This is an optimization exercise on Yosys and OpenROAD, whose aim is small area, not a production implementation.
Only simulation tests tie the RTL to the original design; equivalence was not proved.
Power is estimated from default activity; no workload was simulated.

File: flow/design.v
module SPI_top(
    input wire i_clk,
    input wire i_rst,
    output wire o_mosi,
    output wire o_cs,
    output wire o_dc,
    output wire o_rst
);
    localparam K_L  = 2'd0;    
    localparam K_L2 = 2'd1;    
    localparam K_H  = 2'd2;    
    localparam K_V  = 2'd3;    
    wire w_rst = ~i_rst;
    assign o_rst = i_rst;
    reg        r_cs;
    reg        r_dc;
    reg [4:0]  r_t;       
    reg [4:0]  r_seg;     
    reg [3:0]  r_step;    
    reg        r_new;     
    reg [3:0]  r_bc;      
    reg [8:0]  r_a;       
    reg [8:0]  r_b;       
    reg [7:0]  r_err;     
    reg        r_c;       
    reg [1:0] s_kind;
    reg [7:0] s_as, s_bs;   
    reg [7:0] s_p, s_n, s_e;   
    reg [7:0] s_end;      
    reg       s_dec;      
    reg [4:0] s_gap;      
    reg       s_afthv;    
    always @(*) begin
        s_kind = K_H; s_as = 0; s_bs = 0; s_end = 0; s_p = 0; s_n = 0; s_e = 0;
        s_dec = 0; s_gap = 17; s_afthv = 0;
        case (r_seg)
            5'd2:  begin s_kind=K_L;  s_as=120; s_bs=46;  s_end=225; s_p=13; s_n=222; s_e=244; s_dec=0; s_gap=18; end
            5'd3:  begin s_kind=K_L2; s_as=122; s_bs=225; s_end=245; s_p=83; s_n=216; s_e=254; s_dec=1; end
            5'd4:  begin s_kind=K_H;  s_as=55; s_bs=245; s_end=185; end
            5'd5:  begin s_kind=K_L2; s_as=122; s_bs=15; s_end=245; s_p=83; s_n=216; s_e=21; s_dec=0; s_gap=16; s_afthv=1; end
            5'd6:  begin s_kind=K_L;  s_as=15; s_bs=122; s_end=120; s_p=13; s_n=222; s_e=244; s_dec=1; end
            5'd7:  begin s_kind=K_L2; s_as=90; s_bs=120;  s_end=198; s_p=25; s_n=244; s_e=251;  s_dec=0; s_gap=19; end
            5'd8:  begin s_kind=K_L;  s_as=62; s_bs=131; s_end=155; s_p=19; s_n=207; s_e=228; s_dec=0; end
            5'd9:  begin s_kind=K_H;  s_as=62; s_bs=131; s_end=177; end
            5'd10: begin s_kind=K_L;  s_as=84; s_bs=198; s_end=177; s_p=19; s_n=207; s_e=241; s_dec=1; s_gap=16; s_afthv=1; end
            5'd11: begin s_kind=K_L2; s_as=90; s_bs=120;  s_end=198; s_p=2; s_n=255; s_e=0;  s_dec=1; end
            5'd12: begin s_kind=K_V;  s_as=46; s_bs=120;  s_end=90;  s_gap=19; end
            5'd13: begin s_kind=K_L;  s_as=177; s_bs=131; s_end=225; s_p=43; s_n=246; s_e=49; s_dec=1; s_gap=16; s_afthv=1; end
            5'd14: begin s_kind=K_L2; s_as=198; s_bs=155; s_end=245; s_p=4; s_n=249; s_e=1;  s_dec=0; end
            5'd15: begin s_kind=K_L2; s_as=198; s_bs=84; s_end=245; s_p=8; s_n=243; s_e=254; s_dec=1; end
            5'd16: begin s_kind=K_L;  s_as=15; s_bs=122; s_end=62;  s_p=43; s_n=246; s_e=14; s_dec=0; end
            default: ;
        endcase
    end
    wire w_init  = (r_seg == 5'd0);
    wire w_clear = (r_seg == 5'd1);
    wire w_done  = (r_seg == 5'd17);
    wire w_shape = !w_init && !w_clear && !w_done;
    wire w_line  = w_shape && !s_kind[1];
    wire w_h     = w_shape && (s_kind == K_H);
    wire w_v     = w_shape && (s_kind == K_V);
    wire w_ymaj  = s_kind[0];    
    reg [7:0] r_k;        
    reg [7:0] r_hi;
    reg       r_len16;
    reg [2:0] r_src;      
    always @(*) begin
        r_k = 8'h00; r_hi = 8'h00; r_len16 = 1'b0; r_src = 3'd0;
        if (w_init) begin
            case (r_step)
                4'd0:  r_k = 8'h01;
                4'd1:  r_k = 8'hC0;
                4'd2:  begin r_k = 8'h23; r_len16 = 1; end
                4'd3:  r_k = 8'hC1;
                4'd4:  begin r_k = 8'h10; r_len16 = 1; end
                4'd5:  r_k = 8'hC5;
                4'd6:  begin r_k = 8'h28; r_hi = 8'h3E; r_len16 = 1; end
                4'd7:  r_k = 8'hC7;
                4'd8:  begin r_k = 8'h86; r_len16 = 1; end
                4'd9:  r_k = 8'h36;
                4'd10: begin r_k = 8'h88; r_len16 = 1; end
                4'd11: r_k = 8'h3A;
                4'd12: begin r_k = 8'h55; r_len16 = 1; end
                4'd13: r_k = 8'h11;
                default: r_k = 8'h29;
            endcase
        end else begin
            case (r_step)
                4'd0:  r_k = 8'h2A;
                4'd2:  r_src = w_ymaj ? 3'd2 : 3'd1;
                4'd4:  if (w_clear) r_k = 8'd239;
                       else r_src = w_h ? 3'd3 : w_ymaj ? 3'd2 : 3'd1;
                4'd5:  r_k = 8'h2B;
                4'd6:  r_src = 3'd4;
                4'd7:  r_src = w_ymaj ? 3'd1 : 3'd2;
                4'd8:  r_src = 3'd4;
                4'd9:  r_src = w_v ? 3'd3 : w_ymaj ? 3'd1 : 3'd2;
                4'd10: r_k = 8'h2C;
                4'd11: r_k = w_clear ? 8'h00 : 8'hFF;
                default: ;
            endcase
        end
    end
    wire [2:0] w_bsel = ~r_t[2:0];
    wire [7:0] w_kbyte = (r_len16 && !r_t[3]) ? r_hi : r_k;
    reg r_bit;
    always @(*) begin
        case (r_src)
            3'd1:    r_bit = r_a[w_bsel];
            3'd2:    r_bit = r_b[w_bsel] ^ s_dec;
            3'd3:    r_bit = s_end[w_bsel];
            3'd4:    r_bit = (w_bsel == 0) && (r_b[8] ^ s_dec);
            default: r_bit = w_kbyte[w_bsel];
        endcase
    end
    assign o_mosi = !r_cs && r_bit;
    assign o_cs   = r_cs;
    assign o_dc   = r_dc;
    wire w_next_data = w_init ? (!r_step[0] && r_step != 0 && r_step != 14)
                              : !(r_step == 0 || r_step == 5 || r_step == 10);
    reg [4:0] r_gap;      
    reg [4:0] r_fall;     
    always @(*) begin
        if (w_init) begin
            r_gap  = (r_step == 0) ? 5'd3 : 5'd13;
            r_fall = 5'd12;
        end else begin
            case (r_step)
                4'd0: begin
                    if (r_new) begin
                        r_gap  = w_clear ? 5'd15 : s_gap;
                        r_fall = s_afthv ? 5'd13 : 5'd14;
                    end else begin
                        r_gap  = w_clear ? 5'd15 : 5'd16;
                        r_fall = w_clear ? 5'd14 : 5'd15;
                    end
                end
                4'd1, 4'd5, 4'd6, 4'd10: begin r_gap = 5'd14; r_fall = 5'd13; end
                default: begin r_gap = 5'd13; r_fall = 5'd13; end
            endcase
        end
    end
    wire w_cmp   = w_clear ? (r_a[8] && r_a[7] && r_a[2] && r_a[0])    
                           : (r_a[7:0] == s_end);
    wire w_delay = r_cs && (r_t < 10) &&
                   ((w_init && (r_step == 1 || r_step == 14)) || (w_clear && r_new && r_step == 0));
    wire w_tick  = r_a[7] && r_a[5] && r_a[3] && (r_bc == 4'd11);    
    wire w_xend  = r_t == (r_len16 ? 5'd15 : 5'd7);
    wire w_last  = w_line ? (r_bc == 15) : (r_bc == 14 && w_cmp);
    wire w_segend = w_line ? w_cmp : (w_clear ? (r_b[8] && r_b[6]) : 1'b1);
    wire w_load  = r_cs && r_step == 0 && r_t == 12 && !w_init;
    wire w_eop   = r_cs && r_step == 0 && w_line && r_t[4:3] == 2'b00;
    wire [2:0] w_bi = r_t[2:0];
    wire w_opb   = r_err[7] ? s_p[w_bi] : s_n[w_bi];
    wire w_cin   = (w_bi != 0) && r_c;
    wire w_abit  = (w_bi == 7) ? r_err[7] : r_err[0];
    wire w_sum   = w_abit ^ w_opb ^ w_cin;
    wire w_cout  = (w_abit & w_opb) | (w_abit & w_cin) | (w_opb & w_cin);
    wire w_ebit  = r_new ? s_e[w_bi] : w_sum;
    always @(posedge i_clk) begin
        r_c <= w_cout;
        if (w_eop) begin
            if (w_bi == 7) r_err[7]   <= w_ebit;
            else           r_err[6:0] <= {w_ebit, r_err[6:1]};
        end
    end
    always @(posedge i_clk or posedge w_rst) begin
        if (w_rst) begin
            r_cs   <= 1'b1;
            r_dc   <= 1'b0;
            r_t    <= 5'd0;
            r_seg  <= 5'd0;
            r_step <= 4'd0;
            r_new  <= 1'b0;
            r_bc   <= 4'd0;
            r_a    <= 9'd0;
        end else begin
            if (!r_cs) begin
                if (w_xend) begin
                    r_cs <= 1'b1;
                    r_t  <= 5'd0;
                    if (w_init) begin
                        if (r_step == 14) begin
                            r_seg  <= 5'd1;
                            r_step <= 4'd0;
                            r_new  <= 1'b1;
                        end else begin
                            r_step <= r_step + 1'b1;
                        end
                    end else if (r_step != 11) begin
                        r_step <= r_step + 1'b1;
                    end else begin
                        r_bc <= w_last ? 4'd0 : r_bc + 1'b1;
                        if (r_bc == 15) r_a <= r_a + 1'b1;    
                        if (w_last) begin
                            r_step <= 4'd0;
                            if (w_segend) begin
                                r_seg <= r_seg + 1'b1;
                                r_new <= 1'b1;
                            end
                        end
                    end
                end else begin
                    r_t <= r_t + 1'b1;
                end
            end else begin
                if (w_delay) begin
                    if (w_tick) begin
                        r_a  <= 9'd0;
                        r_bc <= 4'd0;
                        r_t  <= r_t + 1'b1;
                    end else begin
                        r_bc <= r_bc + 1'b1;
                        if (r_bc == 15) r_a <= r_a + 1'b1;
                    end
                end else if (!w_done && r_t == r_gap - 1) begin
                    r_cs  <= 1'b0;
                    r_t   <= 5'd0;
                    r_new <= 1'b0;
                end else begin
                    r_t <= r_t + 1'b1;
                end
                if (r_t == 11 && w_next_data && !w_done) r_dc <= 1'b1;
                if (r_t == r_fall - 1 && !w_next_data) r_dc <= 1'b0;
                if (w_load && (r_new || w_clear)) r_a <= {1'b0, s_as};
            end
        end
    end
    always @(posedge i_clk) begin
        if (!r_cs) begin
            if (w_xend && !w_init && r_step == 7 && w_clear)
                r_b <= r_b + 9'd8;
        end else begin
            if (r_t == 0 && r_step == 0 && !r_new && w_line && r_err[7])
                r_b <= r_b + 1'b1;
            if (w_load && r_new)
                r_b <= {s_dec, s_bs ^ {8{s_dec}}};
        end
    end
endmodule
File: flow/flow/run.sh
#!/bin/bash
# Own layout flow: the standard ORFS layout (standard.sh), with changes
# that only affect cell area:
#  - synthesis maps the logic with an area-oriented ABC script (area.abc.in:
#    deep logic synthesis, then area-recovering mapping) instead of ORFS's
#    speed script, and adders are left to ABC as plain logic instead of being
#    mapped to the library's half/full adder cells first (ADDER_MAP_FILE
#    empty), so ABC optimises them with the logic around them. Synthesis runs
#    NSEED times with different random seeds, in parallel, and the layout
#    continues from the smallest netlist. Registers,
#    their names and cell types are the standard synthesis's: ABC only remaps
#    the combinational logic after dfflibmap;
#  - port buffers use the smallest buffer cell (every port still gets one);
#  - CTS builds its usual H-tree from clkbuf_8 cells and adds no dummy loads.
# Each tool's output goes to a log file in the work folder: synth_N.log for
# each synthesis run, flow_make.log for the rest of the layout.
set -euo pipefail
WORK=$(pwd)
NSEED=${NSEED:-4}
ABC_TIME=${ABC_TIME:-900}
export BUFFER_PORTS_ARGS="-buffer_cell sky130_fd_sc_hd__buf_1"
export CTS_ARGS="-sink_clustering_enable -repair_clock_nets -buf_list sky130_fd_sc_hd__clkbuf_8 -dont_use_dummy_load"

grep -q "WORK_HOME=$WORK/orfs " standard.sh
grep -q "$WORK/synth_recipe.tcl" standard.sh
grep -q " CLKGATE_MAP_FILE= " standard.sh
sed -e "s# CLKGATE_MAP_FILE= # CLKGATE_MAP_FILE= ADDER_MAP_FILE= #" standard.sh > standard_area.sh
grep -q " ADDER_MAP_FILE= " standard_area.sh
for s in $(seq 1 "$NSEED"); do
  sed -e "s/@SEED@/$s/" -e "s/@TIME@/$ABC_TIME/" flow/area.abc.in > "area_$s.abc"
  # The standard flow's synthesis script, with yosys's abc command redirected to area_$s.abc
  {
    head -n 1 synth_recipe.tcl
    cat <<TCL
proc abc {args} {
  set i [lsearch -exact \$args -script]
  if {\$i >= 0} { lset args [expr {\$i + 1}] {$WORK/area_$s.abc} }
  yosys abc {*}\$args
}
TCL
    tail -n +2 synth_recipe.tcl
  } > "area_synth_$s.tcl"
  sed -e "s#$WORK/synth_recipe.tcl#$WORK/area_synth_$s.tcl#" \
      -e "s#WORK_HOME=$WORK/orfs #WORK_HOME=$WORK/orfs_$s #" standard_area.sh > "standard_$s.sh"
  bash "standard_$s.sh" synth > "synth_$s.log" 2>&1 &
done
wait

best=""; best_area=""
for s in $(seq 1 "$NSEED"); do
  stat="orfs_$s/reports/$FLOW_PLATFORM/SPI_top/base/synth_stat.txt"
  [[ -f $stat ]] || continue
  a=$(grep "Chip area" "$stat" | tail -n 1 | awk '{print $NF}')
  echo "synthesis seed $s: area $a" >> synth_pick.log
  if [[ -z $best ]] || awk -v a="$a" -v b="$best_area" 'BEGIN { exit !(a < b) }'; then
    best=$s; best_area=$a
  fi
done
[[ -n $best ]]
echo "picked seed $best" >> synth_pick.log
rm -rf orfs
mv "orfs_$best" orfs
for s in $(seq 1 "$NSEED"); do rm -rf "orfs_$s"; done

# the rest of the layout, from the picked synthesis
sed -e "s#$WORK/synth_recipe.tcl#$WORK/area_synth_$best.tcl#" standard_area.sh > area_standard.sh
bash area_standard.sh > flow_make.log 2>&1
test -f out/final.def
File: flow/flow/area.abc.in
strash
&get -n
&deepsyn -T @TIME@ -S @SEED@
&put
strash
&get -n
&dch -f
&nf -p -R 1000 -F 16 -A 4 -C 32 -a
&put
File: flow/standard.sh
#!/bin/bash
# synth_recipe.tcl (not shown) runs the flow's synth.tcl, then flattens the netlist and writes it again
# the make line also repeats each setting of config.mk as NAME=value (left out here)
make -C /OpenROAD-flow-scripts/flow DESIGN_CONFIG=/design/flow/config.mk WORK_HOME=/design/flow/orfs CLKGATE_MAP_FILE= SYNTH_SCRIPT=/design/flow/synth_recipe.tcl "${@:-finish}"
File: flow/config.mk
export PLATFORM = sky130hd
export DESIGN_NAME = SPI_top
export DESIGN_NICKNAME = SPI_top
export VERILOG_FILES = /design/flow/design.v
export SDC_FILE = /design/flow/constraint.sdc
export NUM_CORES = 4
export LEC_CHECK = 0
export CAP_MARGIN = 20
export CORE_MARGIN = 2
export CORE_UTILIZATION = 40
export GPL_TIMING_DRIVEN = 0
export SLEW_MARGIN = 20
File: flow/constraint.sdc
create_clock -name core_clock -period 10.0 [get_ports {i_clk}]
set_input_delay 2.0000 -clock core_clock [delete_from_list [all_inputs] [get_ports {i_clk}]]
set_output_delay 2.0000 -clock core_clock [all_outputs]
set_load 0.01 [all_outputs]
==> results of run 1 <==
==> path summary, 6_finish.rpt <==
kind,from,end,cells after the start
worst max register to register,r_seg[0]$_DFFE_PN0P_,r_seg[4]$_DFFE_PN0P_,24
worst max-delay path,r_seg[0]$_DFFE_PN0P_,o_mosi,15
worst min register to register,r_err[2]$_DFFE_PP_,r_err[1]$_DFFE_PP_,0
min in group asynchronous,i_rst,r_step[3]$_DFFE_PN0P_,1
worst min-delay path,r_err[2]$_DFFE_PP_,r_err[1]$_DFFE_PP_,0
max in group asynchronous,i_rst,r_a[8]$_DFFE_PN0P_,2
==> logic make-up (layout without fill, tap and decap cells) <==
kind of cell | Yosys count | after routing | share of synthesized area
AOI/OAI and AO/OA | 169 | 169 | 0.303
and+or+nand+nor | 198 | 198 | 0.262
xor gates and xnor gates | 19 | 19 | 0.0466
DFF | 48 | 48 | 0.359
buffers and inverters | 17 | 29 | 0.0189
muxes | 3 | 3 | 0.00840
adders and majority gates | 1 | 1 | 0.00280
==> flip-flops by register name (all words and copies together), names as in the netlist <==
register and flops:
r_step 4, r_t 5, r_err 8, r_b 9, r_bc 4, r_seg 5, r_cs 1, r_c 1
r_a 9, r_new 1, r_dc 1
==> worst register-to-register path, cell delays in order, from the launching register on <==
cell and delay (ns):
dfrtp_1 0.89, nand2_1 0.36, nand3_1 0.19, nand2_1 0.12, o21ai_0 0.25, a41oi_1 0.17, o21ai_0 0.92, nand2b_1 0.35
o22ai_1 0.13, o31a_1 0.15, nor3_1 0.18, nand2b_1 0.15, o2111ai_1 0.14, a21oi_1 0.20, a31oi_1 0.07, a211o_1 0.29
nor3_1 0.13, a21oi_1 0.06, nor2_1 0.19, nand3_1 0.13, o31ai_1 0.31, nand2_1 0.23, nor2_1 0.22, nand3_1 0.14
xnor2_1 0.17
==> through the flow <==
| step | cell area, sq um | hold slack, ns | setup slack [ns] | total power [mW] | std cells |
|---|---|---|---|---|---|
| 3_3_place_gp | 3730 | 0.406 | 3.45 | 0.210 | 568 |
| 4_1_cts | 3840 | 0.438 | 3.08 | 0.316 | 575 |
| 5_1_grt | 3850 | 0.449 | 2.64 | 0.323 | 575 |
| 3_5_place_dp | 3770 | 0.414 | 3.43 | 0.211 | 570 |
| 2_1_floorplan | 3570 | 0.400 | 4.65 | 0.207 | 455 |
| 6_report | 3850 | 0.432 | 2.94 | 0.313 | 575 |
==> synthesized netlist by cell type (all sizes together) (8+ instances only) <==
| master | instances |
|---|---|
| a31oi | 8 |
| edfxtp | 17 |
| nor2b | 12 |
| clkinv | 16 |
| dfrtp | 29 |
| nor3 | 12 |
| nand2 | 57 |
| xnor2 | 14 |
| o22ai | 12 |
| o21ai | 46 |
| o31ai | 8 |
| a21oi | 39 |
| nand3 | 18 |
| nor2 | 56 |
| nand2b | 11 |
==> cell type report <==
| class | instances | share of cell area |
|---|---|---|
| plain buffers | 1 | 0.00195 |
| clock buffers | 5 | 0.0179 |
| inverters | 16 | 0.0156 |
| multi-input cells | 390 | 0.582 |
| flip-flops and latches | 48 | 0.333 |
| well taps | 108 | 0.0351 |
| repair buffers | 7 | 0.0143 |
==> layout by cell type (no fill, tap or decap), types with 12 or more instances in the layout <==
cell type	Yosys	routed
edfxtp_1	17	17
o22ai_1	12	12
clkinv_1	16	16
nor2_1	56	56
nand2_1	57	57
a21oi_1	39	39
xnor2_1	14	14
nor3_1	12	12
nor2b_1	12	12
dfrtp_1	29	29
nand3_1	18	18
o21ai_0	46	46
==> report_power, final <==
| part | switching [mW] | internal, mW |
|---|---|---|
| clock | 0.0614 | 0.0452 |
| sequential | 0 | 0.202 |
| combinational | 0.00310 | 0.00155 |
| total | 0.0645 | 0.249 |
==> metal layers <==
metal  up-vias  track usage
met5         -            0
met4         0       0.0906
met3        44       0.0433
met2       197        0.339
met1      1751        0.335
li1       1744            -
==> reports/metrics.yaml, run 1 <==
outcome: "no timing/DRC/antenna violations"
dp_hpwl_mm: 8.07
drv_cap: 0
post-route-period-util: 0.706
ctsRootBufferMaster: "clkbuf_8"
dieArea_sq_um: 9710
worstPathMaxFanout: 25
synth_edf_count: 17
synth_cells: 455
numClockSinks: 48
multi_input_area_sq_um: 2240
postSynth.asyncResetShare: 0.625
cts.htree.levels: 2
wirelength_mm: 11.2
cts_setup_buffers: 0
synthFlopType: "dfrtp_1"
critPathKind: "flip-flop to output pin"
worst_pin_slew_ns: 1.05
cp_cell_sequence: "nand2_1 > nand3_1 > nand2_1 > o21ai_0 > a41oi_1 > o21ai_0 > nand2b_1 > nor2_1 > nor2_1 > o22ai_1 > a21oi_1 > a311oi_1 > a221o_1 > a21oi_1 > buf_1"
antenna_found_initial: 0
gp_congestion: 1.01
first_iter_violations: 425
wl_per_cell_um: 19.6
rsz0062_at_grt: "no"
cts_buffers: 5
wl_met1_mm: 5.20
fin_setup_tns_ns: 0
yosysUniqueCellTypes: 57
cts_tree: "built"
r2r_slack_ns: 3.73
grt_pass1_wl_mm: 17.8
max-clock-path-buffers: 2
hold_violations: 0
numPortBuffers: 5
max_slew_margin: 0.296
drc: 0
dr.pass1.iters: 5
io_pins: 6
grt_pass1_vias: 3393
routed.top_layer: "met4"
layout.nets: 471
ctsHoldBuffers: 0
crit_family: "compound AO/OA/AOI/OAI gates"
die_h_um: 98.5
layout-drive-gt1-share: 0.0257
yosys.area.top_type: "dfrtp_1"
final-seq-area_sq_um: 1280
grt_overflow_total: 0
synth-seq-cells: 48
max_stage_delay_ns: 0.92
via_count: 3736
timing.fmax_mhz: 142
cp_slowest_cell: "o21ai_0"
dr_wl_met2_mm: 4.73
peakVddDrop_v: 0.0000483
core-area_sq_um: 8680
area_growth_pct: 7.63
crit_required_ns: 8.00
fillers: 899
setup_viol: 0
clock_skew_ns: 0.0173
grt_max_degree: 26
power_density_nw_per_um2: 81.5
ys_top_cells_by_area: "dfrtp_1, edfxtp_1, o21ai_0"
cp-end-kind: "output pin"
crit_arrival_ns: 5.06
ys_warn_count: 1
synth_fp_nets: 457
p_leak_nw: 1.35
diodes: 0
worst_setup_path_start_kind: "flip-flop"
clk-insertion-delay-late_ns: 0.31
cp_num_buf_inv: 1
initial_core_util: 0.412
period_needed_ns: 7.06
drv_slew: 0
ant_nets: 0
synth.avg_cell_area_sq_um: 7.86
route.met3.wl_um: 885
vias_per_cell: 6.50
synth_area_sq_um: 3570
num_rows: 34
clk_pin_slew_worst_paths_ns: 0.09
fp.dieW_um: 98.5
cts.repair.resized: 0
yosys.area.top_type_share: 0.203
grtUsageTotal: 0.230
hold_path.class: "flip-flop to flip-flop"
synth_seq_area_share: 0.359
final_util: 0.443
==> run 2, diff against run 1 <==
--- a/flow/design.v
+++ b/flow/design.v
@@ -173,6 +173,4 @@
             r_step <= 4'd0;
             r_new  <= 1'b0;
-            r_bc   <= 4'd0;
-            r_a    <= 9'd0;
         end else begin
             if (!r_cs) begin
@@ -191,6 +189,4 @@
                         r_step <= r_step + 1'b1;
                     end else begin
-                        r_bc <= w_last ? 4'd0 : r_bc + 1'b1;
-                        if (r_bc == 15) r_a <= r_a + 1'b1;    
                         if (w_last) begin
                             r_step <= 4'd0;
@@ -206,12 +202,6 @@
             end else begin
                 if (w_delay) begin
-                    if (w_tick) begin
-                        r_a  <= 9'd0;
-                        r_bc <= 4'd0;
+                    if (w_tick)
                         r_t  <= r_t + 1'b1;
-                    end else begin
-                        r_bc <= r_bc + 1'b1;
-                        if (r_bc == 15) r_a <= r_a + 1'b1;
-                    end
                 end else if (!w_done && r_t == r_gap - 1) begin
                     r_cs  <= 1'b0;
@@ -223,18 +213,22 @@
                 if (r_t == 11 && w_next_data && !w_done) r_dc <= 1'b1;
                 if (r_t == r_fall - 1 && !w_next_data) r_dc <= 1'b0;
-                if (w_load && (r_new || w_clear)) r_a <= {1'b0, s_as};
             end
         end
     end
+    wire w_bbyte = !r_cs && w_xend && !w_init && r_step == 11;    
+    wire w_dcnt  = w_delay && !w_tick;
+    wire w_clr   = (w_delay && w_tick) || (!r_cs && w_init && r_step == 0);
+    wire w_bcinc = (w_bbyte && !w_last) || w_dcnt;
+    wire w_ainc  = (w_bbyte || w_dcnt) && r_bc == 4'd15;    
+    wire w_aload = w_load && (r_new || w_clear);
     always @(posedge i_clk) begin
-        if (!r_cs) begin
-            if (w_xend && !w_init && r_step == 7 && w_clear)
-                r_b <= r_b + 9'd8;
-        end else begin
-            if (r_t == 0 && r_step == 0 && !r_new && w_line && r_err[7])
-                r_b <= r_b + 1'b1;
-            if (w_load && r_new)
-                r_b <= {s_dec, s_bs ^ {8{s_dec}}};
-        end
-    end
+        r_bc <= (w_clr || (w_bbyte && w_last)) ? 4'd0 : r_bc + {3'd0, w_bcinc};
+        r_a  <= w_clr ? 9'd0 : w_aload ? {1'b0, s_as} : r_a + {8'd0, w_ainc};
+    end
+    wire w_b8  = !r_cs && w_xend && !w_init && r_step == 7 && w_clear;
+    wire w_b1  = r_cs && r_t == 0 && r_step == 0 && !r_new && w_line && r_err[7];
+    wire w_bld = w_load && r_new;
+    wire [8:0] w_bnext = r_b + {5'd0, w_b8, 2'd0, w_b1};
+    always @(posedge i_clk)
+        r_b <= w_bld ? {s_dec, s_bs ^ {8{s_dec}}} : w_bnext;
 endmodule
==> run 2 against run 1 <==
Effect of this change: total power is 2.6% lower; worst setup slack better by 0.62 ns; first-iteration DRC count is 8.5% higher; cell area is 5.0% lower; critical path depth is 4 higher; sequential share of layout area is 2.5 points lower; clock power hardly changed; non-clock buffer count is 2 lower; cell count is 1.4% lower; die area is 4.1% lower; synthesized cell count is 0.66% lower; largest cell class unchanged.
==> reports/metrics.yaml, run 2 <==
final_util: 0.442  # -0.000915
final_cell_count_no_fill: 567  # -1.4%
worstPathMaxFanout: 22  # -12%
grtUsageTotal: 0.253  # +0.0224
grt_overflow_total: 0  # unchanged
crit_arrival_ns: 6.63  # +1.57 ns
ant_nets: 0  # unchanged
worst_pin_slew_ns: 0.961  # -0.0846 ns
num_rows: 33  # -2.9%
max-clock-path-buffers: 2  # unchanged
drv_cap: 0  # unchanged
synth_seq_area_share: 0.329  # -0.0293
ys_warn_count: 1  # unchanged
power_density_nw_per_um2: 83.6  # +2.6%
outcome: "no timing/DRC/antenna violations"
layout.nets: 466  # -1.1%
fp.dieW_um: 96.5  # -2.1%
clock_skew_ns: 0.0112  # -0.00611 ns
diodes: 0  # unchanged
hold_path_startpoint: "r_err[6]$_DFFE_PP_"
r2r-start: "r_seg[1]$_DFFE_PN0P_"
peakVddDrop_v: 0.0000431  # -11%
min_path_cells: 0  # unchanged
fillers: 855  # -4.9%
numPortBuffers: 5  # unchanged
place_area_sq_um: 3580  # -5.1%
critPathKind: "flip-flop to flip-flop"
yosysUniqueCellTypes: 58  # +1.8%
via_count: 3649  # -2.3%
r2r_end: "r_b[8]$_DFF_P_"
synth_area_sq_um: 3420  # -4.3%
whs_ns: 0.425  # -0.00691 ns
final_common_cell: "nor2_1"
layout-drive-gt1-share: 0.0195  # -0.00622
cts.repair.resized: 0  # unchanged
drv_slew: 0  # unchanged
setup_ws_ns: 3.56  # +0.622 ns
synth_commonest_cells: "nor2_1, nand2_1, a21oi_1"
dieArea_sq_um: 9310  # -4.1%
synth_cells: 452  # -0.66%
dr.pass1.iters: 6  # +1
cts_setup_buffers: 0  # unchanged
synth_edf_count: 8  # -9
final-seq-area_sq_um: 1130  # -12%
r2r_cells: 19  # -21%
core-area_sq_um: 8260  # -4.8%
max_slew_margin: 0.360  # +0.0637
cts.htree.levels: 2  # unchanged
cts_buffers: 5  # unchanged
grt_max_degree: 27  # +3.8%
vias_per_cell: 6.44  # -0.95%
hold_path.class: "flip-flop to flip-flop"
cts_tree: "built"
wl_per_cell_um: 19.5  # -0.33%
startpoint: "r_seg[1]$_DFFE_PN0P_"
yosysMostFrequentCell: "nor2_1"
post-place-cells: 562  # -1.4%
p_total_uw: 305  # -2.6%
timing.fmax_mhz: 155  # +9.7%
dp_hpwl_mm: 8.04  # -0.45%
final_cell_mix: "nor2_1, nand2_1, a21oi_1, o21ai_0, dfxtp_1"
gp_congestion: 0.929  # -8.3%
worst_setup_path_start_kind: "flip-flop"
postSynth.asyncResetShare: 0.354  # -0.271
design_area_sq_um: 3650  # -5.0%
synth.avg_cell_area_sq_um: 7.57  # -3.6%
fin_setup_tns_ns: 0  # unchanged
reg_top3: "r_a: 9 flops, r_b: 9 flops, r_err: 8 flops"
hold_violations: 0  # unchanged
cp-end-kind: "flip-flop"
grt_pass1_wl_mm: 18.1  # +1.4%
yosys.area.top_type: "dfxtp_1"
synth-seq-cells: 48  # unchanged
clk-insertion-delay-late_ns: 0.30  # about the same
io_pins: 6  # unchanged
wirelength_mm: 11.1  # -1.7%
crit_required_ns: 10.19  # +2.19 ns
area_growth_pct: 6.76
ctsRootBufferMaster: "clkbuf_8"
antenna_found_initial: 0  # unchanged
hold_end: "r_err[5]$_DFFE_PP_"
multi_input_area_sq_um: 2250  # +0.73%
drc: 0  # unchanged
r2r_slack_ns: 3.56  # -0.17 ns
period_needed_ns: 6.44  # -0.622 ns
setup_viol: 0  # unchanged
die_h_um: 96.5  # -2.1%
first_iter_violations: 461  # +8.5%
place_ws_ns: 3.68  # +0.250 ns
post-route-period-util: 0.644  # -0.0622
grt_pass1_vias: 3367  # -0.77%
synthFlopType: "dfxtp_1"
p_leak_nw: 1.32  # -2.3%
yosys.area.top_type_share: 0.135  # -0.0685
ctsHoldBuffers: 0  # unchanged
numClockSinks: 48  # unchanged
initial_core_util: 0.414  # +0.00249
ys_top_cells_by_area: "dfxtp_1, dfrtp_1, edfxtp_1"
synth_fp_nets: 454  # -0.66%
rsz0062_at_grt: "no"
clk_pin_slew_worst_paths_ns: 0.09  # about the same
## run 2: worst max-delay path by stage
stage                     endpoint  cells past startpoint
CTS                 r_b[8]$_DFF_P_                     19
detailed placement  r_b[8]$_DFF_P_                     19
floorplan           r_b[8]$_DFF_P_                     19
finish              r_b[8]$_DFF_P_                     19
global placement    r_b[8]$_DFF_P_                     19
global route        r_b[8]$_DFF_P_                     19
## run 2: power by group
group          internal (mW)  switching (mW)
clock                 0.0453          0.0618
sequential             0.196               0
combinational       0.000408         0.00151
total                  0.242          0.0633
## run 2: metal layers
layer  vias to the layer above  wire length [um]  GRT usage
met2                       175              4910      0.394
met4                         0               245     0.0880
met3                        23               799     0.0419
met5                         -                 0          0
li1                       1730                 -          -
met1                      1721              5090      0.354
## run 2: layout make-up
type / instances / area share
multi-input cells: 391 / 0.617
repair buffers: 5 / 0.00514
plain buffers: 1 / 0.00205
flip-flops and latches: 48 / 0.309
well taps: 105 / 0.0360
clock buffers: 5 / 0.0188
inverters: 12 / 0.0123
## run 2: cells by family (layout without fill, tap and decap cells)
kind of cell             after synthesis  count (layout)  share of synthesized area
AND/OR/NAND/NOR                      219             219                      0.317
AO/OA/AOI/OAI                        144             144                      0.265
flip-flops                            48              48                      0.329
XOR/XNOR                              24              24                     0.0614
buffers and inverters                 13              23                     0.0154
multiplexers                           3               3                    0.00914
adder cells (fa/ha/maj)                1               1                    0.00293
## run 2: critical path, stage by stage, from the launching register on
cell      delay [ns]
dfrtp_1         0.65
or3_1           0.55
nor2_1          0.52
nand3_1         0.28
nor2_1          0.25
xor2_1          0.09
nor4_1          0.60
nand2_1         0.21
nor3_1          0.40
nand2b_1        0.15
or2_0           0.25
nand2_1         0.13
a21o_1          0.14
a21boi_0        0.21
o41ai_1         0.79
and2_0          0.32
nand4_1         0.16
nand2b_1        0.20
xnor2_1         0.13
mux2_1          0.28
==> run 3, diff against run 2 <==
--- a/flow/flow/run.sh
+++ b/flow/flow/run.sh
@@ -18,5 +18,5 @@
 WORK=$(pwd)
 NSEED=${NSEED:-4}
-ABC_TIME=${ABC_TIME:-900}
+ABC_TIME=${ABC_TIME:-1800}
 export BUFFER_PORTS_ARGS="-buffer_cell sky130_fd_sc_hd__buf_1"
 export CTS_ARGS="-sink_clustering_enable -repair_clock_nets -buf_list sky130_fd_sc_hd__clkbuf_8 -dont_use_dummy_load"
==> run 3 against run 2 <==
Effect of this change: global-route usage shrank 0.49 points; synthesized cell count grew 1.8%; die area shrank 0.67%; synthesized area shrank 0.69%; non-clock buffer count grew 1; worst setup slack gained 0.30 ns; clock power is essentially flat; sequential power is essentially flat; clock skew grew 0.016 ns; cell area shrank 0.31%.
==> reports/metrics.yaml, run 3 <==
final-seq-area_sq_um: 1130  # unchanged
antenna_found_initial: 0  # unchanged
diodes: 0  # unchanged
die_h_um: 96.2  # -0.34%
grtUsageTotal: 0.248  # -0.00492
fillers: 869  # +1.6%
initial_core_util: 0.414  # -0.000811
yosys.area.top_type_share: 0.135  # +0.000941
wirelength_mm: 10.9  # -1.4%
core-area_sq_um: 8220  # -0.50%
synth_cells: 460  # +1.8%
area_growth_pct: 7.18
cts_setup_buffers: 0  # unchanged
synth_area_sq_um: 3400  # -0.69%
dieArea_sq_um: 9250  # -0.67%
layout-drive-gt1-share: 0.0255  # +0.00600
cts.repair.resized: 0  # unchanged
grt_overflow_total: 0  # unchanged
final_cell_mix: "nor2_1, nand2_1, a21oi_1, o21ai_0, dfxtp_1"
synth_fp_nets: 462  # +1.8%
clk-insertion-delay-late_ns: 0.32  # +0.02 ns
outcome: "no timing/DRC/antenna violations"
clk_pin_slew_worst_paths_ns: 0.10  # about the same
synth-seq-cells: 48  # unchanged
crit_arrival_ns: 4.14  # -2.49 ns
place_area_sq_um: 3560  # -0.56%
r2r-start: "r_seg[1]$_DFFE_PN0P_"
yosys.area.top_type: "dfxtp_1"
final_util: 0.443  # +0.000853
r2r_end: "r_a[8]$_SDFF_PP0_"
num_rows: 33  # unchanged
reg_top3: "r_a: 9 flops, r_b: 9 flops, r_err: 8 flops"
max_slew_margin: 0.383  # +0.0234
dr.pass1.iters: 5  # -1
numClockSinks: 48  # unchanged
p_leak_nw: 1.31  # -1.1%
min_path_cells: 0  # unchanged
synth_edf_count: 8  # unchanged
max-clock-path-buffers: 2  # unchanged
wl_per_cell_um: 18.9  # -2.9%
period_needed_ns: 6.14  # -0.303 ns
synth_commonest_cells: "nor2_1, nand2_1, a21oi_1"
vias_per_cell: 6.38  # -0.86%
ctsRootBufferMaster: "clkbuf_8"
hold_path_startpoint: "r_err[1]$_DFFE_PP_"
drv_slew: 0  # unchanged
drc: 0  # unchanged
cp-end-kind: "output pin"
cts_buffers: 5  # unchanged
via_count: 3675  # +0.71%
synthFlopType: "dfxtp_1"
fp.dieW_um: 96.2  # -0.34%
gp_congestion: 0.968  # +4.2%
critPathKind: "flip-flop to output pin"
numPortBuffers: 5  # unchanged
io_pins: 6  # unchanged
ys_warn_count: 1  # unchanged
power_density_nw_per_um2: 84.2  # +0.78%
ctsHoldBuffers: 0  # unchanged
postSynth.asyncResetShare: 0.354  # unchanged
post-route-period-util: 0.614  # -0.0303
hold_path.class: "flip-flop to flip-flop"
yosysMostFrequentCell: "nor2_1"
crit_required_ns: 8.00  # -2.19 ns
grt_max_degree: 26  # -3.7%
worst_pin_slew_ns: 0.916  # -0.0448 ns
rsz0062_at_grt: "no"
synth_seq_area_share: 0.332  # +0.00230
r2r_slack_ns: 4.00  # +0.44 ns
hold_end: "r_err[0]$_DFFE_PP_"
peakVddDrop_v: 0.0000677  # +57%
p_total_uw: 307  # +0.47%
fin_setup_tns_ns: 0  # unchanged
ys_top_cells_by_area: "dfxtp_1, dfrtp_1, edfxtp_1"
grt_pass1_vias: 3378  # +0.33%
setup_viol: 0  # unchanged
worstPathMaxFanout: 25  # +14%
ant_nets: 0  # unchanged
yosysUniqueCellTypes: 51  # -12%
grt_pass1_wl_mm: 17.6  # -2.5%
multi_input_area_sq_um: 2240  # -0.78%
hold_violations: 0  # unchanged
worst_setup_path_start_kind: "flip-flop"
design_area_sq_um: 3640  # -0.31%
clock_skew_ns: 0.0269  # +0.0157 ns
first_iter_violations: 485  # +5.2%
cts.htree.levels: 2  # unchanged
dp_hpwl_mm: 7.92  # -1.4%
final_common_cell: "nor2_1"
cts_tree: "built"
r2r_cells: 19  # unchanged
layout.nets: 475  # +1.9%
timing.fmax_mhz: 163  # +4.9%
synth.avg_cell_area_sq_um: 7.39  # -2.4%
drv_cap: 0  # unchanged
-- run 3: changes by cell type after synthesis, sizes merged, moves of 6 or more --
cell   change
a31oi     +12
nand4     -10
nand2      +9
nor2       +8
o21ai      +8
nand3      +7
o22ai      -7
nor2b      -6
-- run 3: worst max path at each step --
stage / from / to
2_1_floorplan: r_seg[1]$_DFFE_PN0P_ / r_a[8]$_SDFF_PP0_
3_3_place_gp: r_seg[1]$_DFFE_PN0P_ / r_a[8]$_SDFF_PP0_
3_5_place_dp: r_seg[1]$_DFFE_PN0P_ / r_a[8]$_SDFF_PP0_
4_1_cts: r_seg[0]$_DFFE_PN0P_ / o_mosi
5_1_grt: r_seg[0]$_DFFE_PN0P_ / o_mosi
6_report: r_seg[0]$_DFFE_PN0P_ / o_mosi
-- run 3: report_power, final --
group          internal, mW  total, mW  switching (mW)
registers             0.196      0.196               0
clock network        0.0453      0.108          0.0629
logic              0.000456    0.00218         0.00173
-- run 3: through the flow --
stage,std cells,setup slack (ns),hold WS [ns]
after CTS,576,3.94,0.434
final,576,3.86,0.431
after global placement,570,3.29,0.409
after detailed placement,571,4.19,0.405
after floorplan,460,5.11,0.400
after global routing,576,3.44,0.444
-- run 3: cell type report --
cell class / instances / share of cell area
buffer: 1 / 0.00206
clock buffer: 5 / 0.0189
inverter: 12 / 0.0124
multi-input combinational: 399 / 0.614
sequential: 48 / 0.310
tap: 105 / 0.0361
timing repair buffer: 6 / 0.00687
-- run 3: logic make-up (layout without fill, tap and decap cells) --
family	after synthesis	in the layout	share of synthesized area
and+or+nand+nor	219	219	0.298
AOI/OAI and AO/OA	157	157	0.294
DFF	48	48	0.332
xor gates and xnor gates	18	18	0.0464
buffers and inverters	13	24	0.0155
muxes	5	5	0.0147
-- run 3: critical path, cell delays in order (launching register included) --
cell      delay, ns
dfrtp_1        0.92
clkinv_1       0.47
nand2_1        0.23
nand2_1        0.15
nand2_1        0.14
o21ai_0        0.34
nor2_1         0.21
a21oi_1        0.07
nand2b_1       0.25
nor2_1         0.21
a31oi_1        0.07
nor2_1         0.12
a21oi_1        0.05
o32ai_1        0.34
a21oi_1        0.11
buf_1          0.13
-- run 3: per-layer routing --
layer | GRT usage | part of all wire | vias to the layer above
met2 | 0.382 | 0.42 | 196
li1 | - | - | 1759
met3 | 0.0384 | 0.082 | 34
met5 | 0 | 0 | -
met1 | 0.351 | 0.46 | 1686
met4 | 0.0857 | 0.035 | 0

-- afterwards: timing with drivers on the ports --
The flow's constraints put no driver on any port. The routed layouts listed below were extracted and timed again, unchanged, in two steps.
Step 1 assumes that a clkbuf_16 drives the clock port and a buf_2 every other input.
Step 2 adds t to the input delays and takes it off the output delays; t is the mean of the earliest and latest rising clock arrival at the registers after step 1. Input paths then give back, and output paths get back, about the clock's delay inside the block.
Three values: ideal, step 1, step 2; two values: the first two.
run	t, ns	setup WS [ns]	hold WS [ns]	latest minus earliest clock arrival (ns)	worst slew at a driven data input, ns
run 1	0.334	2.938 / 2.905 / 3.239	0.432 / 0.432 / 0.432	0.017 / 0.018	0.02
run 2	0.332	3.560 / 3.560 / 3.560	0.425 / 0.425 / 0.425	0.011 / 0.011	0.03
run 3	0.335	3.863 / 3.831 / 3.997	0.431 / 0.431 / 0.431	0.027 / 0.027	0.03
After both steps setup and hold are still met in every run listed.
